Context: an optimization exercise on an open-source flow, tuned for small area and a short achievable clock period. The choices shown serve that exercise and are no tape-out recipe. Only simulation tests tie the RTL to the original design; equivalence was not proved. In this run the design's own scripts or RTL, not TritonCTS, make the clock network. The clock port is modelled as an ideal driver, which makes a skipped or thinned clock tree look cheaper than it is; a real chip needs a root buffer or a tree.

==> design/flow/design.v <==
module sigma_delta_ADC(
    input clk,
    input reset,
    input [23:0] analog_in,
    output [32:0] digital_out
);
wire [12*9-1:0] lo_all;   
wire [12*9-1:0] hi_all;
wire [8-1:0] f;           
wire [8-1:1] f_n;         
reg [12-1:0] in_hi;        
reg [8-1:1] fcp;          
reg [8-1:0] dout;         
assign lo_all[12-1:0] = analog_in[12-1:0];
assign hi_all[12-1:0] = in_hi;
genvar k;
generate for (k = 1; k <= 8; k = k + 1) begin : integ
    reg [12-1:0] lo;    
    reg [12-1:0] hi;    
    reg          cy;    
    wire [12-1:0] lo_n;
    wire [12-1:0] hi_n;
    wire cy_n;
    if (k == 1) begin : first
        add_lo1 u_lo(.a(lo), .b(lo_all[12*(k-1) +: 12]), .ci(f[(k-1)*8/8]), .s(lo_n), .co(cy_n));
    end else begin : rest
        add_lo u_lo(.a(lo), .b(lo_all[12*(k-1) +: 12]), .ci(f[(k-1)*8/8]), .s(lo_n), .co(cy_n));
    end
    if (k == 8) begin : last
        add_hi8 u_hi(.a(hi), .b(hi_all[12*(k-1) +: 12]), .ci(cy), .s(hi_n), .st(f_n[8-1:1]));
    end else begin : mid
        add_hi u_hi(.a(hi), .b(hi_all[12*(k-1) +: 12]), .ci(cy), .s(hi_n));
    end
    always @(posedge clk or posedge reset) begin
        if (reset) begin
            lo <= 0;
            hi <= 0;
            cy <= 1'b0;
        end else begin
            lo <= lo_n;
            cy <= cy_n;
            hi <= hi_n;
        end
    end
    assign lo_all[12*k +: 12] = lo;
    assign hi_all[12*k +: 12] = hi;
end endgenerate
assign f = {fcp[8-1:1], hi_all[12*8 + 12-1]};
always @(posedge clk or posedge reset) begin
    if (reset) begin
        in_hi <= 0;
        fcp <= 0;
        dout <= 0;
    end else begin
        in_hi <= analog_in[23:12];
        fcp <= f_n;
        dout <= f;
    end
end
assign digital_out = {1'b0, dout[7], dout[7], dout[7], dout[6], dout[6], dout[6], dout[5], dout[5], dout[5], dout[4], dout[4], dout[4], dout[3], dout[3], dout[3], dout[2], dout[2], dout[2], dout[1], dout[1], dout[1], dout[0], dout[0], dout[0], 8'b0};
endmodule
module add_lo1(input [11:0] a, input [11:0] b, input ci, output [11:0] s, output co);
wire n1;
g_xor2 u1(.a(a[0]), .b(b[0]), .y(n1));
wire n2;
g_nand2 u2(.a(a[0]), .b(b[0]), .y(n2));
wire n3;
g_nor2 u3(.a(a[0]), .b(b[0]), .y(n3));
wire n4;
g_xor2 u4(.a(a[1]), .b(b[1]), .y(n4));
wire n5;
g_nand2 u5(.a(a[1]), .b(b[1]), .y(n5));
wire n6;
g_nor2 u6(.a(a[1]), .b(b[1]), .y(n6));
wire n7;
g_xor2 u7(.a(a[2]), .b(b[2]), .y(n7));
wire n8;
g_nand2 u8(.a(a[2]), .b(b[2]), .y(n8));
wire n9;
g_nor2 u9(.a(a[2]), .b(b[2]), .y(n9));
wire n10;
g_xor2 u10(.a(a[3]), .b(b[3]), .y(n10));
wire n11;
g_nand2 u11(.a(a[3]), .b(b[3]), .y(n11));
wire n12;
g_nor2 u12(.a(a[3]), .b(b[3]), .y(n12));
wire n13;
g_xor2 u13(.a(a[4]), .b(b[4]), .y(n13));
wire n14;
g_nand2 u14(.a(a[4]), .b(b[4]), .y(n14));
wire n15;
g_nor2 u15(.a(a[4]), .b(b[4]), .y(n15));
wire n16;
g_xor2 u16(.a(a[5]), .b(b[5]), .y(n16));
wire n17;
g_nand2 u17(.a(a[5]), .b(b[5]), .y(n17));
wire n18;
g_nor2 u18(.a(a[5]), .b(b[5]), .y(n18));
wire n19;
g_xor2 u19(.a(a[6]), .b(b[6]), .y(n19));
wire n20;
g_nand2 u20(.a(a[6]), .b(b[6]), .y(n20));
wire n21;
g_nor2 u21(.a(a[6]), .b(b[6]), .y(n21));
wire n22;
g_xor2 u22(.a(a[7]), .b(b[7]), .y(n22));
wire n23;
g_nand2 u23(.a(a[7]), .b(b[7]), .y(n23));
wire n24;
g_nor2 u24(.a(a[7]), .b(b[7]), .y(n24));
wire n25;
g_xor2 u25(.a(a[8]), .b(b[8]), .y(n25));
wire n26;
g_nand2 u26(.a(a[8]), .b(b[8]), .y(n26));
wire n27;
g_nor2 u27(.a(a[8]), .b(b[8]), .y(n27));
wire n28;
g_xor2 u28(.a(a[9]), .b(b[9]), .y(n28));
wire n29;
g_nand2 u29(.a(a[9]), .b(b[9]), .y(n29));
wire n30;
g_nor2 u30(.a(a[9]), .b(b[9]), .y(n30));
wire n31;
g_xor2 u31(.a(a[10]), .b(b[10]), .y(n31));
wire n32;
g_nand2 u32(.a(a[10]), .b(b[10]), .y(n32));
wire n33;
g_nor2 u33(.a(a[10]), .b(b[10]), .y(n33));
wire n34;
g_xor2 u34(.a(a[11]), .b(b[11]), .y(n34));
wire n35;
g_nand2 u35(.a(a[11]), .b(b[11]), .y(n35));
wire n36;
g_nor2 u36(.a(a[11]), .b(b[11]), .y(n36));
wire n37;
g_inv u37(.a(ci), .y(n37));
wire n38;
g_oai21 u38(.a1(n3), .a2(n37), .b1(n2), .y(n38));
wire n39;
g_oai21 u39(.a1(n6), .a2(n2), .b1(n5), .y(n39));
wire n40;
g_nor2 u40(.a(n6), .b(n3), .y(n40));
wire n41;
g_oai21 u41(.a1(n9), .a2(n5), .b1(n8), .y(n41));
wire n42;
g_nor2 u42(.a(n9), .b(n6), .y(n42));
wire n43;
g_oai21 u43(.a1(n12), .a2(n8), .b1(n11), .y(n43));
wire n44;
g_nor2 u44(.a(n12), .b(n9), .y(n44));
wire n45;
g_oai21 u45(.a1(n15), .a2(n11), .b1(n14), .y(n45));
wire n46;
g_nor2 u46(.a(n15), .b(n12), .y(n46));
wire n47;
g_oai21 u47(.a1(n18), .a2(n14), .b1(n17), .y(n47));
wire n48;
g_nor2 u48(.a(n18), .b(n15), .y(n48));
wire n49;
g_oai21 u49(.a1(n21), .a2(n17), .b1(n20), .y(n49));
wire n50;
g_nor2 u50(.a(n21), .b(n18), .y(n50));
wire n51;
g_oai21 u51(.a1(n24), .a2(n20), .b1(n23), .y(n51));
wire n52;
g_nor2 u52(.a(n24), .b(n21), .y(n52));
wire n53;
g_oai21 u53(.a1(n27), .a2(n23), .b1(n26), .y(n53));
wire n54;
g_nor2 u54(.a(n27), .b(n24), .y(n54));
wire n55;
g_oai21 u55(.a1(n30), .a2(n26), .b1(n29), .y(n55));
wire n56;
g_nor2 u56(.a(n30), .b(n27), .y(n56));
wire n57;
g_oai21 u57(.a1(n33), .a2(n29), .b1(n32), .y(n57));
wire n58;
g_nor2 u58(.a(n33), .b(n30), .y(n58));
wire n59;
g_oai21 u59(.a1(n36), .a2(n32), .b1(n35), .y(n59));
wire n60;
g_nor2 u60(.a(n36), .b(n33), .y(n60));
wire n61;
g_aoi21 u61(.a1(n40), .a2(ci), .b1(n39), .y(n61));
wire n62;
g_aoi21 u62(.a1(n42), .a2(n38), .b1(n41), .y(n62));
wire n63;
g_aoi21 u63(.a1(n44), .a2(n39), .b1(n43), .y(n63));
wire n64;
g_nand2 u64(.a(n44), .b(n40), .y(n64));
wire n65;
g_aoi21 u65(.a1(n46), .a2(n41), .b1(n45), .y(n65));
wire n66;
g_nand2 u66(.a(n46), .b(n42), .y(n66));
wire n67;
g_aoi21 u67(.a1(n48), .a2(n43), .b1(n47), .y(n67));
wire n68;
g_nand2 u68(.a(n48), .b(n44), .y(n68));
wire n69;
g_aoi21 u69(.a1(n50), .a2(n45), .b1(n49), .y(n69));
wire n70;
g_nand2 u70(.a(n50), .b(n46), .y(n70));
wire n71;
g_aoi21 u71(.a1(n52), .a2(n47), .b1(n51), .y(n71));
wire n72;
g_nand2 u72(.a(n52), .b(n48), .y(n72));
wire n73;
g_aoi21 u73(.a1(n54), .a2(n49), .b1(n53), .y(n73));
wire n74;
g_nand2 u74(.a(n54), .b(n50), .y(n74));
wire n75;
g_aoi21 u75(.a1(n56), .a2(n51), .b1(n55), .y(n75));
wire n76;
g_nand2 u76(.a(n56), .b(n52), .y(n76));
wire n77;
g_aoi21 u77(.a1(n58), .a2(n53), .b1(n57), .y(n77));
wire n78;
g_nand2 u78(.a(n58), .b(n54), .y(n78));
wire n79;
g_aoi21 u79(.a1(n60), .a2(n55), .b1(n59), .y(n79));
wire n80;
g_nand2 u80(.a(n60), .b(n56), .y(n80));
wire n81;
g_oai21 u81(.a1(n64), .a2(n37), .b1(n63), .y(n81));
wire n82;
g_inv u82(.a(n38), .y(n82));
wire n83;
g_oai21 u83(.a1(n66), .a2(n82), .b1(n65), .y(n83));
wire n84;
g_oai21 u84(.a1(n68), .a2(n61), .b1(n67), .y(n84));
wire n85;
g_oai21 u85(.a1(n70), .a2(n62), .b1(n69), .y(n85));
wire n86;
g_oai21 u86(.a1(n72), .a2(n63), .b1(n71), .y(n86));
wire n87;
g_nor2 u87(.a(n72), .b(n64), .y(n87));
wire n88;
g_oai21 u88(.a1(n74), .a2(n65), .b1(n73), .y(n88));
wire n89;
g_nor2 u89(.a(n74), .b(n66), .y(n89));
wire n90;
g_oai21 u90(.a1(n76), .a2(n67), .b1(n75), .y(n90));
wire n91;
g_nor2 u91(.a(n76), .b(n68), .y(n91));
wire n92;
g_oai21 u92(.a1(n78), .a2(n69), .b1(n77), .y(n92));
wire n93;
g_nor2 u93(.a(n78), .b(n70), .y(n93));
wire n94;
g_oai21 u94(.a1(n80), .a2(n71), .b1(n79), .y(n94));
wire n95;
g_nor2 u95(.a(n80), .b(n72), .y(n95));
wire n96;
g_aoi21 u96(.a1(n87), .a2(ci), .b1(n86), .y(n96));
wire n97;
g_aoi21 u97(.a1(n89), .a2(n38), .b1(n88), .y(n97));
wire n98;
g_inv u98(.a(n61), .y(n98));
wire n99;
g_aoi21 u99(.a1(n91), .a2(n98), .b1(n90), .y(n99));
wire n100;
g_inv u100(.a(n62), .y(n100));
wire n101;
g_aoi21 u101(.a1(n93), .a2(n100), .b1(n92), .y(n101));
wire n102;
g_aoi21 u102(.a1(n95), .a2(n81), .b1(n94), .y(n102));
g_xor2 u103(.a(n1), .b(ci), .y(s[0]));
g_xor2 u104(.a(n4), .b(n38), .y(s[1]));
g_xor2 u105(.a(n7), .b(n98), .y(s[2]));
g_xor2 u106(.a(n10), .b(n100), .y(s[3]));
g_xor2 u107(.a(n13), .b(n81), .y(s[4]));
g_xor2 u108(.a(n16), .b(n83), .y(s[5]));
g_xor2 u109(.a(n19), .b(n84), .y(s[6]));
g_xor2 u110(.a(n22), .b(n85), .y(s[7]));
g_xnor2 u111(.a(n25), .b(n96), .y(s[8]));
g_xnor2 u112(.a(n28), .b(n97), .y(s[9]));
g_xnor2 u113(.a(n31), .b(n99), .y(s[10]));
g_xnor2 u114(.a(n34), .b(n101), .y(s[11]));
g_inv u115(.a(n102), .y(co));
endmodule
module add_lo(input [11:0] a, input [11:0] b, input ci, output [11:0] s, output co);
wire n1;
g_xor2 u1(.a(a[0]), .b(b[0]), .y(n1));
wire n2;
g_nand2 u2(.a(a[0]), .b(b[0]), .y(n2));
wire n3;
g_nor2 u3(.a(a[0]), .b(b[0]), .y(n3));
wire n4;
g_xor2 u4(.a(a[1]), .b(b[1]), .y(n4));
wire n5;
g_nand2 u5(.a(a[1]), .b(b[1]), .y(n5));
wire n6;
g_nor2 u6(.a(a[1]), .b(b[1]), .y(n6));
wire n7;
g_xor2 u7(.a(a[2]), .b(b[2]), .y(n7));
wire n8;
g_nand2 u8(.a(a[2]), .b(b[2]), .y(n8));
wire n9;
g_nor2 u9(.a(a[2]), .b(b[2]), .y(n9));
wire n10;
g_xor2 u10(.a(a[3]), .b(b[3]), .y(n10));
wire n11;
g_nand2 u11(.a(a[3]), .b(b[3]), .y(n11));
wire n12;
g_nor2 u12(.a(a[3]), .b(b[3]), .y(n12));
wire n13;
g_xor2 u13(.a(a[4]), .b(b[4]), .y(n13));
wire n14;
g_nand2 u14(.a(a[4]), .b(b[4]), .y(n14));
wire n15;
g_nor2 u15(.a(a[4]), .b(b[4]), .y(n15));
wire n16;
g_xor2 u16(.a(a[5]), .b(b[5]), .y(n16));
wire n17;
g_nand2 u17(.a(a[5]), .b(b[5]), .y(n17));
wire n18;
g_nor2 u18(.a(a[5]), .b(b[5]), .y(n18));
wire n19;
g_xor2 u19(.a(a[6]), .b(b[6]), .y(n19));
wire n20;
g_nand2 u20(.a(a[6]), .b(b[6]), .y(n20));
wire n21;
g_nor2 u21(.a(a[6]), .b(b[6]), .y(n21));
wire n22;
g_xor2 u22(.a(a[7]), .b(b[7]), .y(n22));
wire n23;
g_nand2 u23(.a(a[7]), .b(b[7]), .y(n23));
wire n24;
g_nor2 u24(.a(a[7]), .b(b[7]), .y(n24));
wire n25;
g_xor2 u25(.a(a[8]), .b(b[8]), .y(n25));
wire n26;
g_nand2 u26(.a(a[8]), .b(b[8]), .y(n26));
wire n27;
g_nor2 u27(.a(a[8]), .b(b[8]), .y(n27));
wire n28;
g_xor2 u28(.a(a[9]), .b(b[9]), .y(n28));
wire n29;
g_nand2 u29(.a(a[9]), .b(b[9]), .y(n29));
wire n30;
g_nor2 u30(.a(a[9]), .b(b[9]), .y(n30));
wire n31;
g_xor2 u31(.a(a[10]), .b(b[10]), .y(n31));
wire n32;
g_nand2 u32(.a(a[10]), .b(b[10]), .y(n32));
wire n33;
g_nor2 u33(.a(a[10]), .b(b[10]), .y(n33));
wire n34;
g_xor2 u34(.a(a[11]), .b(b[11]), .y(n34));
wire n35;
g_nand2 u35(.a(a[11]), .b(b[11]), .y(n35));
wire n36;
g_nor2 u36(.a(a[11]), .b(b[11]), .y(n36));
wire n37;
g_inv u37(.a(ci), .y(n37));
wire n38;
g_oai21 u38(.a1(n3), .a2(n37), .b1(n2), .y(n38));
wire n39;
g_oai21 u39(.a1(n9), .a2(n5), .b1(n8), .y(n39));
wire n40;
g_nor2 u40(.a(n9), .b(n6), .y(n40));
wire n41;
g_oai21 u41(.a1(n15), .a2(n11), .b1(n14), .y(n41));
wire n42;
g_nor2 u42(.a(n15), .b(n12), .y(n42));
wire n43;
g_oai21 u43(.a1(n21), .a2(n17), .b1(n20), .y(n43));
wire n44;
g_nor2 u44(.a(n21), .b(n18), .y(n44));
wire n45;
g_oai21 u45(.a1(n27), .a2(n23), .b1(n26), .y(n45));
wire n46;
g_nor2 u46(.a(n27), .b(n24), .y(n46));
wire n47;
g_oai21 u47(.a1(n33), .a2(n29), .b1(n32), .y(n47));
wire n48;
g_nor2 u48(.a(n33), .b(n30), .y(n48));
wire n49;
g_inv u49(.a(n38), .y(n49));
wire n50;
g_oai21 u50(.a1(n6), .a2(n49), .b1(n5), .y(n50));
wire n51;
g_aoi21 u51(.a1(n40), .a2(n38), .b1(n39), .y(n51));
wire n52;
g_inv u52(.a(n18), .y(n52));
wire n53;
g_inv u53(.a(n17), .y(n53));
wire n54;
g_aoi21 u54(.a1(n52), .a2(n41), .b1(n53), .y(n54));
wire n55;
g_nand2 u55(.a(n52), .b(n42), .y(n55));
wire n56;
g_aoi21 u56(.a1(n44), .a2(n41), .b1(n43), .y(n56));
wire n57;
g_nand2 u57(.a(n44), .b(n42), .y(n57));
wire n58;
g_inv u58(.a(n30), .y(n58));
wire n59;
g_inv u59(.a(n29), .y(n59));
wire n60;
g_aoi21 u60(.a1(n58), .a2(n45), .b1(n59), .y(n60));
wire n61;
g_nand2 u61(.a(n58), .b(n46), .y(n61));
wire n62;
g_aoi21 u62(.a1(n48), .a2(n45), .b1(n47), .y(n62));
wire n63;
g_nand2 u63(.a(n48), .b(n46), .y(n63));
wire n64;
g_oai21 u64(.a1(n12), .a2(n51), .b1(n11), .y(n64));
wire n65;
g_inv u65(.a(n51), .y(n65));
wire n66;
g_aoi21 u66(.a1(n42), .a2(n65), .b1(n41), .y(n66));
wire n67;
g_oai21 u67(.a1(n55), .a2(n51), .b1(n54), .y(n67));
wire n68;
g_oai21 u68(.a1(n57), .a2(n51), .b1(n56), .y(n68));
wire n69;
g_oai21 u69(.a1(n36), .a2(n62), .b1(n35), .y(n69));
wire n70;
g_nor2 u70(.a(n36), .b(n63), .y(n70));
wire n71;
g_inv u71(.a(n68), .y(n71));
wire n72;
g_oai21 u72(.a1(n24), .a2(n71), .b1(n23), .y(n72));
wire n73;
g_aoi21 u73(.a1(n46), .a2(n68), .b1(n45), .y(n73));
wire n74;
g_oai21 u74(.a1(n61), .a2(n71), .b1(n60), .y(n74));
wire n75;
g_oai21 u75(.a1(n63), .a2(n71), .b1(n62), .y(n75));
wire n76;
g_aoi21 u76(.a1(n70), .a2(n68), .b1(n69), .y(n76));
g_xor2 u77(.a(n1), .b(ci), .y(s[0]));
g_xor2 u78(.a(n4), .b(n38), .y(s[1]));
g_xor2 u79(.a(n7), .b(n50), .y(s[2]));
g_xor2 u80(.a(n10), .b(n65), .y(s[3]));
g_xor2 u81(.a(n13), .b(n64), .y(s[4]));
g_xnor2 u82(.a(n16), .b(n66), .y(s[5]));
g_xor2 u83(.a(n19), .b(n67), .y(s[6]));
g_xor2 u84(.a(n22), .b(n68), .y(s[7]));
g_xor2 u85(.a(n25), .b(n72), .y(s[8]));
g_xnor2 u86(.a(n28), .b(n73), .y(s[9]));
g_xor2 u87(.a(n31), .b(n74), .y(s[10]));
g_xor2 u88(.a(n34), .b(n75), .y(s[11]));
g_inv u89(.a(n76), .y(co));
endmodule
module add_hi(input [11:0] a, input [11:0] b, input ci, output [11:0] s);
wire n1;
g_xor2 u1(.a(a[0]), .b(b[0]), .y(n1));
wire n2;
g_nand2 u2(.a(a[0]), .b(b[0]), .y(n2));
wire n3;
g_nor2 u3(.a(a[0]), .b(b[0]), .y(n3));
wire n4;
g_xor2 u4(.a(a[1]), .b(b[1]), .y(n4));
wire n5;
g_nand2 u5(.a(a[1]), .b(b[1]), .y(n5));
wire n6;
g_nor2 u6(.a(a[1]), .b(b[1]), .y(n6));
wire n7;
g_xor2 u7(.a(a[2]), .b(b[2]), .y(n7));
wire n8;
g_nand2 u8(.a(a[2]), .b(b[2]), .y(n8));
wire n9;
g_nor2 u9(.a(a[2]), .b(b[2]), .y(n9));
wire n10;
g_xor2 u10(.a(a[3]), .b(b[3]), .y(n10));
wire n11;
g_nand2 u11(.a(a[3]), .b(b[3]), .y(n11));
wire n12;
g_nor2 u12(.a(a[3]), .b(b[3]), .y(n12));
wire n13;
g_xor2 u13(.a(a[4]), .b(b[4]), .y(n13));
wire n14;
g_nand2 u14(.a(a[4]), .b(b[4]), .y(n14));
wire n15;
g_nor2 u15(.a(a[4]), .b(b[4]), .y(n15));
wire n16;
g_xor2 u16(.a(a[5]), .b(b[5]), .y(n16));
wire n17;
g_nand2 u17(.a(a[5]), .b(b[5]), .y(n17));
wire n18;
g_nor2 u18(.a(a[5]), .b(b[5]), .y(n18));
wire n19;
g_xor2 u19(.a(a[6]), .b(b[6]), .y(n19));
wire n20;
g_nand2 u20(.a(a[6]), .b(b[6]), .y(n20));
wire n21;
g_nor2 u21(.a(a[6]), .b(b[6]), .y(n21));
wire n22;
g_xor2 u22(.a(a[7]), .b(b[7]), .y(n22));
wire n23;
g_nand2 u23(.a(a[7]), .b(b[7]), .y(n23));
wire n24;
g_nor2 u24(.a(a[7]), .b(b[7]), .y(n24));
wire n25;
g_xor2 u25(.a(a[8]), .b(b[8]), .y(n25));
wire n26;
g_nand2 u26(.a(a[8]), .b(b[8]), .y(n26));
wire n27;
g_nor2 u27(.a(a[8]), .b(b[8]), .y(n27));
wire n28;
g_xor2 u28(.a(a[9]), .b(b[9]), .y(n28));
wire n29;
g_nand2 u29(.a(a[9]), .b(b[9]), .y(n29));
wire n30;
g_nor2 u30(.a(a[9]), .b(b[9]), .y(n30));
wire n31;
g_xor2 u31(.a(a[10]), .b(b[10]), .y(n31));
wire n32;
g_nand2 u32(.a(a[10]), .b(b[10]), .y(n32));
wire n33;
g_nor2 u33(.a(a[10]), .b(b[10]), .y(n33));
wire n34;
g_xor2 u34(.a(a[11]), .b(b[11]), .y(n34));
wire n35;
g_inv u35(.a(ci), .y(n35));
wire n36;
g_oai21 u36(.a1(n3), .a2(n35), .b1(n2), .y(n36));
wire n37;
g_oai21 u37(.a1(n9), .a2(n5), .b1(n8), .y(n37));
wire n38;
g_nor2 u38(.a(n9), .b(n6), .y(n38));
wire n39;
g_oai21 u39(.a1(n15), .a2(n11), .b1(n14), .y(n39));
wire n40;
g_nor2 u40(.a(n15), .b(n12), .y(n40));
wire n41;
g_oai21 u41(.a1(n21), .a2(n17), .b1(n20), .y(n41));
wire n42;
g_nor2 u42(.a(n21), .b(n18), .y(n42));
wire n43;
g_oai21 u43(.a1(n27), .a2(n23), .b1(n26), .y(n43));
wire n44;
g_nor2 u44(.a(n27), .b(n24), .y(n44));
wire n45;
g_oai21 u45(.a1(n33), .a2(n29), .b1(n32), .y(n45));
wire n46;
g_nor2 u46(.a(n33), .b(n30), .y(n46));
wire n47;
g_inv u47(.a(n36), .y(n47));
wire n48;
g_oai21 u48(.a1(n6), .a2(n47), .b1(n5), .y(n48));
wire n49;
g_aoi21 u49(.a1(n38), .a2(n36), .b1(n37), .y(n49));
wire n50;
g_inv u50(.a(n39), .y(n50));
wire n51;
g_oai21 u51(.a1(n18), .a2(n50), .b1(n17), .y(n51));
wire n52;
g_inv u52(.a(n40), .y(n52));
wire n53;
g_nor2 u53(.a(n18), .b(n52), .y(n53));
wire n54;
g_aoi21 u54(.a1(n42), .a2(n39), .b1(n41), .y(n54));
wire n55;
g_nand2 u55(.a(n42), .b(n40), .y(n55));
wire n56;
g_inv u56(.a(n30), .y(n56));
wire n57;
g_inv u57(.a(n29), .y(n57));
wire n58;
g_aoi21 u58(.a1(n56), .a2(n43), .b1(n57), .y(n58));
wire n59;
g_nand2 u59(.a(n56), .b(n44), .y(n59));
wire n60;
g_aoi21 u60(.a1(n46), .a2(n43), .b1(n45), .y(n60));
wire n61;
g_nand2 u61(.a(n46), .b(n44), .y(n61));
wire n62;
g_oai21 u62(.a1(n12), .a2(n49), .b1(n11), .y(n62));
wire n63;
g_inv u63(.a(n49), .y(n63));
wire n64;
g_aoi21 u64(.a1(n40), .a2(n63), .b1(n39), .y(n64));
wire n65;
g_aoi21 u65(.a1(n53), .a2(n63), .b1(n51), .y(n65));
wire n66;
g_oai21 u66(.a1(n55), .a2(n49), .b1(n54), .y(n66));
wire n67;
g_inv u67(.a(n66), .y(n67));
wire n68;
g_oai21 u68(.a1(n24), .a2(n67), .b1(n23), .y(n68));
wire n69;
g_aoi21 u69(.a1(n44), .a2(n66), .b1(n43), .y(n69));
wire n70;
g_oai21 u70(.a1(n59), .a2(n67), .b1(n58), .y(n70));
wire n71;
g_oai21 u71(.a1(n61), .a2(n67), .b1(n60), .y(n71));
g_xor2 u72(.a(n1), .b(ci), .y(s[0]));
g_xor2 u73(.a(n4), .b(n36), .y(s[1]));
g_xor2 u74(.a(n7), .b(n48), .y(s[2]));
g_xor2 u75(.a(n10), .b(n63), .y(s[3]));
g_xor2 u76(.a(n13), .b(n62), .y(s[4]));
g_xnor2 u77(.a(n16), .b(n64), .y(s[5]));
g_xnor2 u78(.a(n19), .b(n65), .y(s[6]));
g_xor2 u79(.a(n22), .b(n66), .y(s[7]));
g_xor2 u80(.a(n25), .b(n68), .y(s[8]));
g_xnor2 u81(.a(n28), .b(n69), .y(s[9]));
g_xor2 u82(.a(n31), .b(n70), .y(s[10]));
g_xor2 u83(.a(n34), .b(n71), .y(s[11]));
endmodule
module add_hi8(input [11:0] a, input [11:0] b, input ci, output [11:0] s, output [6:0] st);
wire n1;
g_xor2 u1(.a(a[0]), .b(b[0]), .y(n1));
wire n2;
g_nand2 u2(.a(a[0]), .b(b[0]), .y(n2));
wire n3;
g_nor2 u3(.a(a[0]), .b(b[0]), .y(n3));
wire n4;
g_xor2 u4(.a(a[1]), .b(b[1]), .y(n4));
wire n5;
g_nand2 u5(.a(a[1]), .b(b[1]), .y(n5));
wire n6;
g_nor2 u6(.a(a[1]), .b(b[1]), .y(n6));
wire n7;
g_xor2 u7(.a(a[2]), .b(b[2]), .y(n7));
wire n8;
g_nand2 u8(.a(a[2]), .b(b[2]), .y(n8));
wire n9;
g_nor2 u9(.a(a[2]), .b(b[2]), .y(n9));
wire n10;
g_xor2 u10(.a(a[3]), .b(b[3]), .y(n10));
wire n11;
g_nand2 u11(.a(a[3]), .b(b[3]), .y(n11));
wire n12;
g_nor2 u12(.a(a[3]), .b(b[3]), .y(n12));
wire n13;
g_xor2 u13(.a(a[4]), .b(b[4]), .y(n13));
wire n14;
g_nand2 u14(.a(a[4]), .b(b[4]), .y(n14));
wire n15;
g_nor2 u15(.a(a[4]), .b(b[4]), .y(n15));
wire n16;
g_xor2 u16(.a(a[5]), .b(b[5]), .y(n16));
wire n17;
g_nand2 u17(.a(a[5]), .b(b[5]), .y(n17));
wire n18;
g_nor2 u18(.a(a[5]), .b(b[5]), .y(n18));
wire n19;
g_xor2 u19(.a(a[6]), .b(b[6]), .y(n19));
wire n20;
g_nand2 u20(.a(a[6]), .b(b[6]), .y(n20));
wire n21;
g_nor2 u21(.a(a[6]), .b(b[6]), .y(n21));
wire n22;
g_xor2 u22(.a(a[7]), .b(b[7]), .y(n22));
wire n23;
g_nand2 u23(.a(a[7]), .b(b[7]), .y(n23));
wire n24;
g_nor2 u24(.a(a[7]), .b(b[7]), .y(n24));
wire n25;
g_xor2 u25(.a(a[8]), .b(b[8]), .y(n25));
wire n26;
g_nand2 u26(.a(a[8]), .b(b[8]), .y(n26));
wire n27;
g_nor2 u27(.a(a[8]), .b(b[8]), .y(n27));
wire n28;
g_xor2 u28(.a(a[9]), .b(b[9]), .y(n28));
wire n29;
g_nand2 u29(.a(a[9]), .b(b[9]), .y(n29));
wire n30;
g_nor2 u30(.a(a[9]), .b(b[9]), .y(n30));
wire n31;
g_xor2 u31(.a(a[10]), .b(b[10]), .y(n31));
wire n32;
g_nand2 u32(.a(a[10]), .b(b[10]), .y(n32));
wire n33;
g_nor2 u33(.a(a[10]), .b(b[10]), .y(n33));
wire n34;
g_xor2 u34(.a(a[11]), .b(b[11]), .y(n34));
wire n35;
g_inv u35(.a(ci), .y(n35));
wire n36;
g_oai21 u36(.a1(n3), .a2(n35), .b1(n2), .y(n36));
wire n37;
g_oai21 u37(.a1(n9), .a2(n5), .b1(n8), .y(n37));
wire n38;
g_nor2 u38(.a(n9), .b(n6), .y(n38));
wire n39;
g_oai21 u39(.a1(n15), .a2(n11), .b1(n14), .y(n39));
wire n40;
g_nor2 u40(.a(n15), .b(n12), .y(n40));
wire n41;
g_oai21 u41(.a1(n21), .a2(n17), .b1(n20), .y(n41));
wire n42;
g_nor2 u42(.a(n21), .b(n18), .y(n42));
wire n43;
g_oai21 u43(.a1(n27), .a2(n23), .b1(n26), .y(n43));
wire n44;
g_nor2 u44(.a(n27), .b(n24), .y(n44));
wire n45;
g_oai21 u45(.a1(n33), .a2(n29), .b1(n32), .y(n45));
wire n46;
g_nor2 u46(.a(n33), .b(n30), .y(n46));
wire n47;
g_inv u47(.a(n36), .y(n47));
wire n48;
g_oai21 u48(.a1(n6), .a2(n47), .b1(n5), .y(n48));
wire n49;
g_aoi21 u49(.a1(n38), .a2(n36), .b1(n37), .y(n49));
wire n50;
g_inv u50(.a(n39), .y(n50));
wire n51;
g_oai21 u51(.a1(n18), .a2(n50), .b1(n17), .y(n51));
wire n52;
g_inv u52(.a(n40), .y(n52));
wire n53;
g_nor2 u53(.a(n18), .b(n52), .y(n53));
wire n54;
g_aoi21 u54(.a1(n42), .a2(n39), .b1(n41), .y(n54));
wire n55;
g_nand2 u55(.a(n42), .b(n40), .y(n55));
wire n56;
g_inv u56(.a(n30), .y(n56));
wire n57;
g_inv u57(.a(n29), .y(n57));
wire n58;
g_aoi21 u58(.a1(n56), .a2(n43), .b1(n57), .y(n58));
wire n59;
g_nand2 u59(.a(n56), .b(n44), .y(n59));
wire n60;
g_aoi21 u60(.a1(n46), .a2(n43), .b1(n45), .y(n60));
wire n61;
g_nand2 u61(.a(n46), .b(n44), .y(n61));
wire n62;
g_oai21 u62(.a1(n12), .a2(n49), .b1(n11), .y(n62));
wire n63;
g_inv u63(.a(n49), .y(n63));
wire n64;
g_aoi21 u64(.a1(n40), .a2(n63), .b1(n39), .y(n64));
wire n65;
g_aoi21 u65(.a1(n53), .a2(n63), .b1(n51), .y(n65));
wire n66;
g_oai21 u66(.a1(n55), .a2(n49), .b1(n54), .y(n66));
wire n67;
g_inv u67(.a(n66), .y(n67));
wire n68;
g_oai21 u68(.a1(n24), .a2(n67), .b1(n23), .y(n68));
wire n69;
g_aoi21 u69(.a1(n44), .a2(n66), .b1(n43), .y(n69));
wire n70;
g_oai21 u70(.a1(n59), .a2(n67), .b1(n58), .y(n70));
wire n71;
g_oai21 u71(.a1(n61), .a2(n67), .b1(n60), .y(n71));
g_xor2 u72(.a(n1), .b(ci), .y(s[0]));
g_xor2 u73(.a(n4), .b(n36), .y(s[1]));
g_xor2 u74(.a(n7), .b(n48), .y(s[2]));
g_xor2 u75(.a(n10), .b(n63), .y(s[3]));
g_xor2 u76(.a(n13), .b(n62), .y(s[4]));
g_xnor2 u77(.a(n16), .b(n64), .y(s[5]));
g_xnor2 u78(.a(n19), .b(n65), .y(s[6]));
g_xor2 u79(.a(n22), .b(n66), .y(s[7]));
g_xor2 u80(.a(n25), .b(n68), .y(s[8]));
g_xnor2 u81(.a(n28), .b(n69), .y(s[9]));
g_xor2 u82(.a(n31), .b(n70), .y(s[10]));
g_xor2 u83(.a(n34), .b(n71), .y(s[11]));
g_xor2 u84(.a(n34), .b(n71), .y(st[0]));
g_xor2 u85(.a(n34), .b(n71), .y(st[1]));
g_xor2 u86(.a(n34), .b(n71), .y(st[2]));
g_xor2 u87(.a(n34), .b(n71), .y(st[3]));
g_xor2 u88(.a(n34), .b(n71), .y(st[4]));
g_xor2 u89(.a(n34), .b(n71), .y(st[5]));
g_xor2 u90(.a(n34), .b(n71), .y(st[6]));
endmodule
module g_inv(input a, output y);            assign y = ~a;              endmodule
module g_nand2(input a, input b, output y); assign y = ~(a & b);        endmodule
module g_nor2(input a, input b, output y);  assign y = ~(a | b);        endmodule
module g_and2(input a, input b, output y);  assign y = a & b;           endmodule
module g_or2(input a, input b, output y);   assign y = a | b;           endmodule
module g_xor2(input a, input b, output y);  assign y = a ^ b;           endmodule
module g_xnor2(input a, input b, output y); assign y = ~(a ^ b);        endmodule
module g_aoi21(input a1, input a2, input b1, output y); assign y = ~((a1 & a2) | b1); endmodule
module g_oai21(input a1, input a2, input b1, output y); assign y = ~((a1 | a2) & b1); endmodule
==> design/flow/flow/run.sh <==
#!/bin/bash
# The standard layout (the standard.sh: its synthesis, floorplan, power grid,
# placement, CTS, routing), with one addition: after CTS, flow/clock_tree.tcl
# rebuilds the clock tree as two balanced buffer levels (the port drives
# CT_ROOTS root buffers, which drive CT_LEAVES leaf buffers at k-means centres
# of the flip-flops). The make output goes to make.log; each ORFS step's tool
# output is in orfs/logs/.
set -euo pipefail
here=$(pwd)
export CT_ROOTS=4
export CT_LEAVES=12
bash standard.sh POST_CTS_TCL="$here/flow/clock_tree.tcl" CT_ROOTS=$CT_ROOTS CT_LEAVES=$CT_LEAVES finish > "$here/make.log" 2>&1
==> design/flow/flow/clock_tree.tcl <==
# Rebuild the clock tree after CTS as two balanced levels: the clock port drives
# ROOTS root buffers, each driving its share of LEAVES leaf buffers placed at the
# centres of k-means clusters of the flip-flops. Every flip-flop is one leaf level
# below the port, so the tree stays balanced; it only has fewer levels than
# TritonCTS builds.
set nleaves [expr {[info exists ::env(CT_LEAVES)] ? $::env(CT_LEAVES) : 8}]
set nroots  [expr {[info exists ::env(CT_ROOTS)] ? $::env(CT_ROOTS) : 1}]
set leafcell [expr {[info exists ::env(CT_LEAF_CELL)] ? $::env(CT_LEAF_CELL) : "sky130_fd_sc_hd__clkbuf_16"}]
set rootcell [expr {[info exists ::env(CT_ROOT_CELL)] ? $::env(CT_ROOT_CELL) : "sky130_fd_sc_hd__clkbuf_16"}]

set block [ord::get_db_block]
set db [ord::get_db]
set clk_bterm [$block findBTerm clk]
set clk_net [$clk_bterm getNet]

# walk the existing tree from the port: buffers to delete, register clock pins to keep
set sinks {}
set bufs {}
set todo [list $clk_net]
while {[llength $todo]} {
  set net [lindex $todo 0]
  set todo [lrange $todo 1 end]
  foreach it [$net getITerms] {
    if {![$it isInputSignal]} { continue }
    set inst [$it getInst]
    set m [[$inst getMaster] getName]
    if {[string match "*clkbuf*" $m] || [string match "*__buf_*" $m] || [string match "*clkinv*" $m]} {
      lappend bufs $inst
      if {[string match "*clkinv*" $m]} {
        # a dummy load that CTS added for balance: it must drive nothing
        foreach o [$inst getITerms] {
          if {[$o isOutputSignal] && [$o getNet] ne "NULL" && [llength [[$o getNet] getITerms]] > 1} { error "inverter in clock tree: [$inst getName]" }
        }
        continue
      }
      foreach o [$inst getITerms] {
        if {[$o isOutputSignal] && [$o getNet] ne "NULL"} { lappend todo [$o getNet] }
      }
    } else {
      lappend sinks $it
    }
  }
}
puts "clock_tree: [llength $sinks] sinks, removing [llength $bufs] buffers"

# remove the old buffers and their output nets
foreach inst $bufs {
  foreach it [$inst getITerms] {
    set n [$it getNet]
    if {$n eq "NULL"} { continue }
    if {[$it isOutputSignal]} {
      foreach s [$n getITerms] { $s disconnect }
      odb::dbNet_destroy $n
    } else {
      $it disconnect
    }
  }
  odb::dbInst_destroy $inst
}
foreach s $sinks { if {[$s getNet] ne "NULL"} { $s disconnect } }

# k-means on the sink locations
set pts {}
foreach s $sinks {
  set b [[$s getInst] getBBox]
  lappend pts [list [expr {([$b xMin] + [$b xMax]) / 2.0}] [expr {([$b yMin] + [$b yMax]) / 2.0}]]
}
proc kmeans {pts k iters} {
  set n [llength $pts]
  set sorted [lsort -real -index 0 $pts]
  set cents {}
  # seed: spread along a space-filling order (sort by x, then stripes by y)
  for {set i 0} {$i < $k} {incr i} {
    lappend cents [lindex $sorted [expr {int(($i + 0.5) * $n / $k)}]]
  }
  set asg {}
  for {set it 0} {$it < $iters} {incr it} {
    set asg {}
    foreach p $pts {
      set best 0; set bd 1e30
      for {set c 0} {$c < $k} {incr c} {
        set cc [lindex $cents $c]
        set d [expr {pow([lindex $p 0]-[lindex $cc 0],2) + pow([lindex $p 1]-[lindex $cc 1],2)}]
        if {$d < $bd} { set bd $d; set best $c }
      }
      lappend asg $best
    }
    set sx {}; set sy {}; set cnt {}
    for {set c 0} {$c < $k} {incr c} { lappend sx 0.0; lappend sy 0.0; lappend cnt 0 }
    foreach p $pts a $asg {
      lset sx $a [expr {[lindex $sx $a] + [lindex $p 0]}]
      lset sy $a [expr {[lindex $sy $a] + [lindex $p 1]}]
      lset cnt $a [expr {[lindex $cnt $a] + 1}]
    }
    for {set c 0} {$c < $k} {incr c} {
      if {[lindex $cnt $c] > 0} {
        lset cents $c [list [expr {[lindex $sx $c] / [lindex $cnt $c]}] [expr {[lindex $sy $c] / [lindex $cnt $c]}]]
      }
    }
  }
  return [list $cents $asg]
}
lassign [kmeans $pts $nleaves 30] lcents lasg
set lcentpts {}
foreach c $lcents { lappend lcentpts $c }
if {$nroots > 1} {
  lassign [kmeans $lcentpts $nroots 30] rcents rasg
} else {
  set sx 0; set sy 0
  foreach c $lcents { set sx [expr {$sx + [lindex $c 0]}]; set sy [expr {$sy + [lindex $c 1]}] }
  set rcents [list [list [expr {$sx / $nleaves}] [expr {$sy / $nleaves}]]]
  set rasg {}
  foreach c $lcents { lappend rasg 0 }
}

set lm [$db findMaster $leafcell]
set rm [$db findMaster $rootcell]
proc place_at {inst x y} {
  $inst setLocation [expr {int($x)}] [expr {int($y)}]
  $inst setPlacementStatus PLACED
}
set roots {}
for {set r 0} {$r < $nroots} {incr r} {
  set inst [odb::dbInst_create $block $rm "ctroot_$r"]
  set net [odb::dbNet_create $block "ctroot_net_$r"]
  $net setSigType CLOCK
  [$inst findITerm A] connect $clk_net
  [$inst findITerm X] connect $net
  set c [lindex $rcents $r]
  place_at $inst [lindex $c 0] [lindex $c 1]
  lappend roots $net
}
for {set l 0} {$l < $nleaves} {incr l} {
  set inst [odb::dbInst_create $block $lm "ctleaf_$l"]
  set net [odb::dbNet_create $block "ctleaf_net_$l"]
  $net setSigType CLOCK
  [$inst findITerm A] connect [lindex $roots [lindex $rasg $l]]
  [$inst findITerm X] connect $net
  set c [lindex $lcents $l]
  place_at $inst [lindex $c 0] [lindex $c 1]
  set leafnet($l) $net
}
foreach s $sinks a $lasg { $s connect $leafnet($a) }
$clk_net setSigType CLOCK

detailed_placement
check_placement -verbose
estimate_parasitics -placement
set_propagated_clock [all_clocks]
report_clock_skew
report_clock_latency
puts "clock_tree: done"
==> design/flow/standard.sh <==
#!/bin/bash
# synth_recipe.tcl (not shown) runs the flow's synth.tcl, then flattens the netlist and writes it again
# the make line also repeats each setting of config.mk as NAME=value (left out here)
make -C /OpenROAD-flow-scripts/flow DESIGN_CONFIG=/design/flow/config.mk WORK_HOME=/design/flow/orfs CLKGATE_MAP_FILE= SYNTH_SCRIPT=/design/flow/synth_recipe.tcl "${@:-finish}"
==> design/flow/config.mk <==
export PLATFORM = sky130hd
export DESIGN_NAME = sigma_delta_ADC
export DESIGN_NICKNAME = sigma_delta_ADC
export VERILOG_FILES = /design/flow/design.v
export SDC_FILE = /design/flow/constraint.sdc
export NUM_CORES = 4
export LEC_CHECK = 0
export CAP_MARGIN = 20
export CORE_MARGIN = 2
export CORE_UTILIZATION = 40
export SETUP_SLACK_MARGIN = 2.3
export SLEW_MARGIN = 20
export SYNTH_HIERARCHICAL = 1
export SYNTH_MINIMUM_KEEP_SIZE = 0
==> design/flow/constraint.sdc <==
create_clock -name core_clock -period 4.0 [get_ports {clk}]
set_input_delay 0.8000 -clock core_clock [delete_from_list [all_inputs] [get_ports {clk}]]
set_output_delay 0.8000 -clock core_clock [all_outputs]
set_load 0.01 [all_outputs]
==> results.toml <==
[critical_path]
critPathMostFrequentCell = "o21ai_2"
r2r-end = "integ[2].hi[11]"
timing.critical_path.from = "integ[1].hi[0]"
crit_arrival_ns = 1.88
worstSetupStartpointType = "flip-flop"
critPathTopFamily = "compound AO/OA/AOI/OAI gates"
critPathCaptureType = "flip-flop"
worst-path-max-fanout = 6
critPathRequiredTime_ns = 4.22
r2r_cells = 7
crit_chain = "nor2_1 -> o21ai_2 -> a21oi_2 -> o21ai_2 -> inv_1 -> o21ai_1 -> xor2_1"
critical_path_depth = 7
rrSetupSlack_ns = 2.34
cpMaxStageDelayCell = "dfrtp_2"
path_buf_inv = 1
r2r-start = "integ[1].hi[0]"
path_class = "flip-flop to flip-flop"
slowest_delay_ns = 0.43

[synth]
synth_compound_area_share_pct = 15.9
ys_warn_count = 7
synth_top_area_share_pct = 40.5
synth-xor-area-share_pct = 24.4
yosysSeqAreaShare_pct = 40.5
avgSynthCellArea_um2 = 8.44
synthSimpleGateAreaFrac_pct = 14.3
synthCells = 1663
syn-cell-area_um2 = 14000
synthAdderAreaFrac_pct = 0
yosys.area.top_type = "dfrtp_1"
ys_types = 10
synth_top_family_by_area = "XOR/XNOR gates"
ys_ff_latch = 227
yosys-top-cells-area = "dfrtp_1, xor2_1, a21oi_2"
synthMuxAreaShare_pct = 0

[drt]
drt-initial-drc-count = 384
wl_um = 26600
dr.pass1.iters = 5
wire_per_inst_um = 11.9
vias = 10373
ant_nets = 0
drc = 0
viasPerCell = 4.65

[finish]
regArea_um2 = 5790
multiInputGateArea_um2 = 8220
final_layout_size_suffix_gt1_share_pct = 24.4
area_growth_pct = 17.9
antenna_cells = 0
n_fill_cell = 3269
final_net_count = 1801

[timing]
clock_skew_ns = 0.0464
setup_ws_ns = 2.34
setup_viol = 0
min_period_ns = 1.66
hold_viol_final = 0
fin_crit_sh_pct = 41.5
drv_slew = 0
finalSetupTns_ns = 0
rsz0062_at_grt = "true"
worstMarginPinSlew_ns = 0.762
relSlewSlack_pct = 49.2
fmax_ghz = 0.602

[grt]
grt_pass1_wl_um = 45200
grt_start_max_net_pins = 55
gr-usage-all-layers_pct = 14.7
antenna_found_initial = 0
overflow = 0
grt_pass1_vias = 9985

[floorplanning]
die_y_um = 191
rows = 68
coreArea_um2 = 34500
start_util_pct = 40.6
io_pins = 59
dieArea_um2 = 36600
die_w_um = 191

[outcome]
status = "finished clean"

[placement]
dp.final_hpwl_um = 18700
numPortBuffers = 49
dp_slack_ns = 1.65
place_congestion = 0.793

[flow_run]
drv_cap = 0

[hold_path]
hold_path.class = "flip-flop to flip-flop"
hold_end = "dout[5]"
min_from = "fcp[5]"
hold_depth = 0

[clock_network]
cts.clk_slew.worst_paths_ns = 0.10
cts.sinks = 227
insertion_delay_ns = 0.32
stage by stage:
| stage | std cells | hold WS (ns) | area [um^2] | utilization (%) |
|---|---|---|---|---|
| after floorplan | 1671 | 0.392 | 14100 | - |
| after global placement | 2157 | 0.409 | 15100 | 43.6 |
| after detailed placement | 2157 | 0.407 | 15100 | 43.6 |
| after global routing | 2233 | 0.448 | 16500 | 47.9 |
| final | 2233 | 0.423 | 16500 | 47.9 |
cells in the mapped netlist, drive strengths merged:
master	count
nor2	290
buf	25
dfrtp	227
nand2	245
xnor2	42
xor2	349
inv	133
conb	1
a21oi	128
o21ai	223
how the worst max path moves through the flow:
stage,end
floorplan,dout[0]
global placement,integ[8].hi[9]
detailed placement,integ[8].hi[10]
global route,integ[2].hi[10]
finish,integ[2].hi[11]
per-module statistics from Yosys, one instance, submodules excluded, excerpt:
module,cells inside,area [um^2]
g_nor2,1,3.75
g_oai21,1,5.00
sigma_delta_ADC,254,5880
g_inv,1,3.75
g_xnor2,1,8.76
g_aoi21,1,8.76
g_nand2,1,3.75
g_xor2,1,8.76
sequential cells by signal, indices dropped and copies added (netlist names):
signal,cells
integ.hi,96
fcp,7
integ.cy,8
integ.lo,96
in_hi,12
dout,8
layer usage:
| metal | vias up | wire length (um) | track usage, % |
|---|---|---|---|
| met5 | - | 0 | 0 |
| met4 | 0 | 371 | 2.96 |
| met3 | 20 | 653 | 2.29 |
| met2 | 92 | 13100 | 26.0 |
| met1 | 4787 | 12500 | 18.9 |
| li1 | 5474 | - | - |
layout make-up:
type	instances	share of cell area (%)
multi-input cells	1286	49.7
well taps	455	3.44
inverters	133	3.04
plain buffers	16	2.42
flip-flops and latches	227	35.0
clock inverters	5	0.779
repair inverters	1	0.0454
repair buffers	110	5.64
cell families after synthesis:
kind of cell,after synthesis
simple gates,535
flops,227
buf+inv,158
compound gates,351
xor+xnor,391
other cells,1
cell usage in the layout, fill, tap and decap left out, drive strengths merged:
cell type / Yosys / routed
a21oi: 128 / 128
buf: 25 / 85
bufinv: 0 / 4
clkbuf: 0 / 16
clkdlybuf4s50: 0 / 13
clkinvlp: 0 / 2
conb: 1 / 9
dfrtp: 227 / 227
dlymetal6s2s: 0 / 12
inv: 133 / 133
nand2: 245 / 245
nor2: 290 / 290
o21ai: 223 / 223
xnor2: 42 / 42
xor2: 349 / 349

-- re-timing with driven ports --
The flow's constraints put no driver on any port. The routed layout listed below was extracted and timed again, unchanged, in two steps. Step 1 (the two cells are an assumption about what drives the block):
set clk [get_ports {clk}]
set_driving_cell -lib_cell sky130_fd_sc_hd__clkbuf_16 $clk
set_driving_cell -lib_cell sky130_fd_sc_hd__buf_2 [delete_from_list [all_inputs] $clk]
Step 2 also shifts input and output timing later by t, the mid clock arrival at the registers, as if the neighbouring blocks saw the same clock. Three values: ideal, step 1, step 2; two values: the first two.
t, ns: 0.401
slack for setup (ns): 2.340 / 2.261 / 2.061
clock arrival spread, ns: 0.049 / 0.049
worst register clock-pin slew, ns: 0.12 / 0.12
worst data-port slew with drivers (ns): 0.04
After both steps setup and hold are still met in this run. The setup slack of this run moves by -0.079 ns with the drivers and by -0.279 ns with both steps.
